From an optimization exercise on the open Yosys and OpenROAD flow, aimed at small area; shortcuts taken in it are not production practice.
The RTL was checked by simulation tests, not by an equivalence proof against the original design.
Power figures rest on the tool's default switching activity, not on a simulated workload.

== job 7544 ==
Design vgalab1, start of the top module:
module vgalab1(
  input clk,             
  input rst_n,           
  input key_jump_n,      
  input key_restart_n,   
  input sw_gray,         
  output [0:6] HEX0, HEX1,   
  output VGA_HS,
  output VGA_VS,
  output VGA_BLANK,
  output [9:0] VGA_R,
  output [9:0] VGA_G,
  output [9:0] VGA_B
);
clock: 12.0 ns
lec_check: 0
abc_area: 1
cap_margin: 0
core_margin: 2
core_utilization: 40
cts_buf_list: sky130_fd_sc_hd__clkbuf_8
gpl_timing_driven: 0
slew_margin: 0
standard.sh (not shown) runs the stock make flow with config.mk's settings and CLKGATE_MAP_FILE= SYNTH_SCRIPT=/design/flow/synth_recipe.tcl, a recipe that flattens the netlist after the stock synthesis.
==> flow/flow/run.sh <==
#!/bin/bash
# Own layout flow: the standard synthesis, then the combinational logic
# between the registers is mapped again by ABC for area (the registers are
# kept as they are, with their names and cells), then the standard
# layout with single-strength port buffers.
set -euo pipefail
W=$(pwd)
R=$W/orfs/results/$FLOW_PLATFORM/vgalab1/base
LIB=$FLOW_HOME/platforms/$FLOW_PLATFORM/lib/sky130_fd_sc_hd__tt_025C_1v80.lib

# 1. standard synthesis, up to the netlist
bash standard.sh $R/1_2_yosys.v > $W/std_synth.log 2>&1
cp $R/1_2_yosys.v $W/std_1_2_yosys.v

# 2. map the logic between registers again, with several seeds; keep the
#    smallest
DONT=""
for c in $(grep -o "\-dont_use [a-z0-9_]*" $W/orfs/logs/$FLOW_PLATFORM/vgalab1/base/1_2_yosys.log | awk '{print $2}' | sort -u); do
  DONT="$DONT -dont_use $c"
done
reabc() {
  local n=$1 src=$2
  sed "s/@SEED@/$n/" $W/flow/area.abc > $W/area_$n.abc
  cat > $W/reabc_$n.ys <<E2
read_liberty -ignore_miss_func -overwrite $LIB
read_verilog $src
hierarchy -top $FLOW_TOP
setattr -mod -set keep_hierarchy 1 sky130_fd_sc_hd__df* sky130_fd_sc_hd__edf* sky130_fd_sc_hd__sdf* sky130_fd_sc_hd__dl* sky130_fd_sc_hd__conb_*
flatten
opt_clean -purge
tee -o $W/reabc_before_$n.txt stat -liberty $LIB
abc -liberty $LIB $DONT -script $W/area_$n.abc
opt_clean -purge
splitnets
opt_clean -purge
hilomap -singleton -hicell sky130_fd_sc_hd__conb_1 HI -locell sky130_fd_sc_hd__conb_1 LO
insbuf -buf sky130_fd_sc_hd__buf_4 A X
opt_clean -purge
tee -o $W/reabc_after_$n.txt stat -liberty $LIB
read_liberty -lib -ignore_miss_func -overwrite $LIB
check -assert
write_verilog -noattr -nohex -nodec $W/reabc_$n.v
E2
  yosys -l $W/reabc_$n.log -q -s $W/reabc_$n.ys > /dev/null 2>&1 || true
}
# the smallest of the given runs' netlists
pick() {
  local best="" bestarea="" n a
  for n in "$@"; do
    [ -s $W/reabc_$n.v ] || continue
    a=$(grep "Chip area for top module" $W/reabc_after_$n.txt | awk '{print $NF}')
    if [ -z "$best" ] || awk "BEGIN{exit !($a < $bestarea)}"; then best=$n; bestarea=$a; fi
  done
  echo $best
}
# eight seeds from the standard netlist, then four from the best of them
for n in 1 2 3 4; do reabc $n $W/std_1_2_yosys.v & done
wait
for n in 5 6 7 8; do reabc $n $W/std_1_2_yosys.v & done
wait
b1=$(pick 1 2 3 4 5 6 7 8)
for n in 9 10 11 12; do reabc $n $W/reabc_$b1.v & done
wait
best=$(pick $b1 9 10 11 12)
echo "chosen: run $best, area $(grep 'Chip area for top module' $W/reabc_after_$best.txt | awk '{print $NF}')" > $W/reabc_choice.txt
cp $W/reabc_$best.v $R/1_2_yosys.v

# 3. standard layout from the new netlist (no dummy clock loads)
bash standard.sh "BUFFER_PORTS_ARGS=-buffer_cell sky130_fd_sc_hd__buf_1" "CTS_ARGS=-sink_clustering_enable -repair_clock_nets -buf_list sky130_fd_sc_hd__clkbuf_8 -dont_use_dummy_load" finish > $W/std_layout.log 2>&1
==> flow/flow/area.abc <==
strash; &get -n; &deepsyn -T 60 -S @SEED@; &put; dch -f; amap; topo; buffer -p; upsize -D 6000; dnsize -D 6000
Per the final summary, job 7544 finished and its layout is clean on timing, DRC and antenna.
> inputs changed (job 7544 -> job 7771)
diff --git a/flow/flow/run.sh b/flow/flow/run.sh
--- a/flow/flow/run.sh
+++ b/flow/flow/run.sh
@@ -55,11 +55,9 @@
 }
-# eight seeds from the standard netlist, then four from the best of them
+# two rounds of four seeds, the second from the first's best
 for n in 1 2 3 4; do reabc $n $W/std_1_2_yosys.v & done
 wait
-for n in 5 6 7 8; do reabc $n $W/std_1_2_yosys.v & done
+b1=$(pick 1 2 3 4)
+for n in 5 6 7 8; do reabc $n $W/reabc_$b1.v & done
 wait
-b1=$(pick 1 2 3 4 5 6 7 8)
-for n in 9 10 11 12; do reabc $n $W/reabc_$b1.v & done
-wait
-best=$(pick $b1 9 10 11 12)
+best=$(pick $b1 5 6 7 8)
 echo "chosen: run $best, area $(grep 'Chip area for top module' $W/reabc_after_$best.txt | awk '{print $NF}')" > $W/reabc_choice.txt
Width of the die delta (job 7544 -> job 7771): insignificant
Of the two values seen for worst setup path endpoint, VGA_R[4] was produced by job 7544 and VGA_B[7] by job 7771.
Of job 7771 and job 7544, it is job 7771 that has the lower combinational cell power.
As far as fraction of area in registers is concerned, job 7544 and job 7771 perform about the same.
Looking at job 7771 and job 7544, the final cell count is a wash.
As far as core utilization is concerned, job 7771 and job 7544 perform about the same.
Routed wire length, job 7771 and job 7544: lower on job 7771
Relative to job 7544, clock period minus final worst setup slack has gone down in job 7771.
Setup slack: job 7771 more than job 7544
The run showing the smaller post-detailed-route wirelength per cell is job 7771.
Reported for job 7771 and job 7544, total core area turned out identical to the last digit.
The inputs of job 8736 differ from those of job 7771 as listed below.
diff --git a/flow/flow/run.sh b/flow/flow/run.sh
--- a/flow/flow/run.sh
+++ b/flow/flow/run.sh
@@ -22,3 +22,3 @@
   local n=$1 src=$2
-  sed "s/@SEED@/$n/" $W/flow/area.abc > $W/area_$n.abc
+  sed "s/@SEED@/$((n + 20))/" $W/flow/area.abc > $W/area_$n.abc
   cat > $W/reabc_$n.ys <<E2
@@ -55,9 +55,12 @@
 }
-# two rounds of four seeds, the second from the first's best
-for n in 1 2 3 4; do reabc $n $W/std_1_2_yosys.v & done
+# sixteen seeds from the standard netlist, four at a time, then four from
+# the best of them
+for r in 0 4 8 12; do
+  for n in 1 2 3 4; do reabc $((r + n)) $W/std_1_2_yosys.v & done
+  wait
+done
+b1=$(pick $(seq 1 16))
+for n in 17 18 19 20; do reabc $n $W/reabc_$b1.v & done
 wait
-b1=$(pick 1 2 3 4)
-for n in 5 6 7 8; do reabc $n $W/reabc_$b1.v & done
-wait
-best=$(pick $b1 5 6 7 8)
+best=$(pick $b1 17 18 19 20)
 echo "chosen: run $best, area $(grep 'Chip area for top module' $W/reabc_after_$best.txt | awk '{print $NF}')" > $W/reabc_choice.txt
==> flow/flow/area.abc <==
strash; &get -n; &deepsyn -T 60 -S @SEED@; &put; dch -f; amap; topo; buffer -p; upsize -D 7000; dnsize -D 7000
## What came out
- In terms of floorplan die width, job 8736 and job 7771 differ only marginally.
- In the reports for job 8736 and job 7771, the smaller worst setup slack belongs to job 7771.
- On utilization, job 8736 and job 7771 are neck and neck.
- Measured against job 8736, the critical path depth of job 7771 comes out at 0.881 times the reference value.
- Multi-input logic portion of the cell area (lower): job 7771
- Summary of job 8736 over job 7771: final cell count without fillers now sits lower, largest fanout on the critical path lower, power went down 0.91%.
Here is what was changed in the inputs of job 4123 compared with job 8736.
diff --git a/flow/flow/run.sh b/flow/flow/run.sh
--- a/flow/flow/run.sh
+++ b/flow/flow/run.sh
@@ -22,3 +22,3 @@
   local n=$1 src=$2
-  sed "s/@SEED@/$((n + 20))/" $W/flow/area.abc > $W/area_$n.abc
+  sed "s/@SEED@/$n/" $W/flow/area.abc > $W/area_$n.abc
   cat > $W/reabc_$n.ys <<E2
==> flow/flow/area.abc <==
strash; &get -n; &deepsyn -T 60 -S @SEED@; &put; dch -f; amap; topo; buffer -p; upsize -D 6500; dnsize -D 6500
Results
Net total in the final layout, job 4123 and job 8736: higher on job 4123
There was hardly any difference in share of cell area taken by flip-flops and latches between job 4123 and job 8736.
For the multi-input logic portion of the cell area, job 4123 came in 0.19 points lower than job 8736 did.
Register-to-register setup slack for job 4123: 960 ps up relative to job 8736
Relative to job 8736, the post-layout worst setup margin of job 4123 is higher by 60 ps.
### job 4123 -> job 5657
==> flow/flow/area.abc <==
strash; &get -n; &deepsyn -T 60 -S @SEED@; &put; dch -f; amap; topo; buffer -p; upsize -D 7000; dnsize -D 7000
[summary]
Worst hold slack came out exactly the same in job 5657 and job 4123.
Status: power spent charging and discharging nets parity (job 5657, job 4123)
Job 5657 -> job 4123: total power flat
Mean cell area of the mapped netlist came out exactly the same in job 5657 and job 4123.
Summary of job 5657 over job 4123: minimum clock period was more or less identical; clock network power share was more or less identical.
Diff job 4123..job 5657 | peak fanout along the critical path | unchanged
For job 3554, these inputs were changed with respect to job 5657:
==> flow/flow/area.abc <==
strash; &get -n; &deepsyn -T 60 -S @SEED@; &put; dch -f; amap; topo; buffer -p; upsize -D 6000; dnsize -D 6000
==> summary.txt <==
For synthesis-to-layout area growth, job 3554 and job 5657 come out practically identical.
Delta (job 3554 minus job 5657): sequential share of cell area has remained practically unchanged; worst slack at placement has increased.

-- static timing again, ports no longer ideal --
No port has a modelled driver above. Below, the same layouts with a new extraction and two added sets of constraints.
Step 1 assumes that a clkbuf_16 drives the clock port and a buf_2 every other input.
Step 2, shift: input delay + t, output delay - t, t = (earliest + latest rising clock arrival at the registers) / 2. This alone moves slack from input paths to output paths.
a / b / c = ideal / step 1 / step 2; a / b = the first two.
| run | t, ns | slack for setup (ns) | worst setup path at the end | latest minus earliest clock arrival (ns) | worst register clock-pin slew, ns |
|---|---|---|---|---|---|
| job 7544 | 0.404 | 0.685 / 0.644 / 1.048 | register to output | 0.027 / 0.028 | 0.09 / 0.09 |
| job 7771 | 0.404 | 0.692 / 0.652 / 1.056 | register to output | 0.021 / 0.021 | 0.08 / 0.08 |
| job 8736 | 0.406 | 1.012 / 0.977 / 1.383 | register to output | 0.023 / 0.022 | 0.08 / 0.08 |
| job 4123 | 0.407 | 1.073 / 1.031 / 1.438 | register to output | 0.026 / 0.026 | 0.09 / 0.09 |
| job 5657 | 0.407 | 1.073 / 1.031 / 1.438 | register to output | 0.026 / 0.026 | 0.09 / 0.09 |
| job 3554 | 0.404 | 0.685 / 0.644 / 1.048 | register to output | 0.027 / 0.028 | 0.09 / 0.09 |
After both steps every run listed still meets setup and hold.
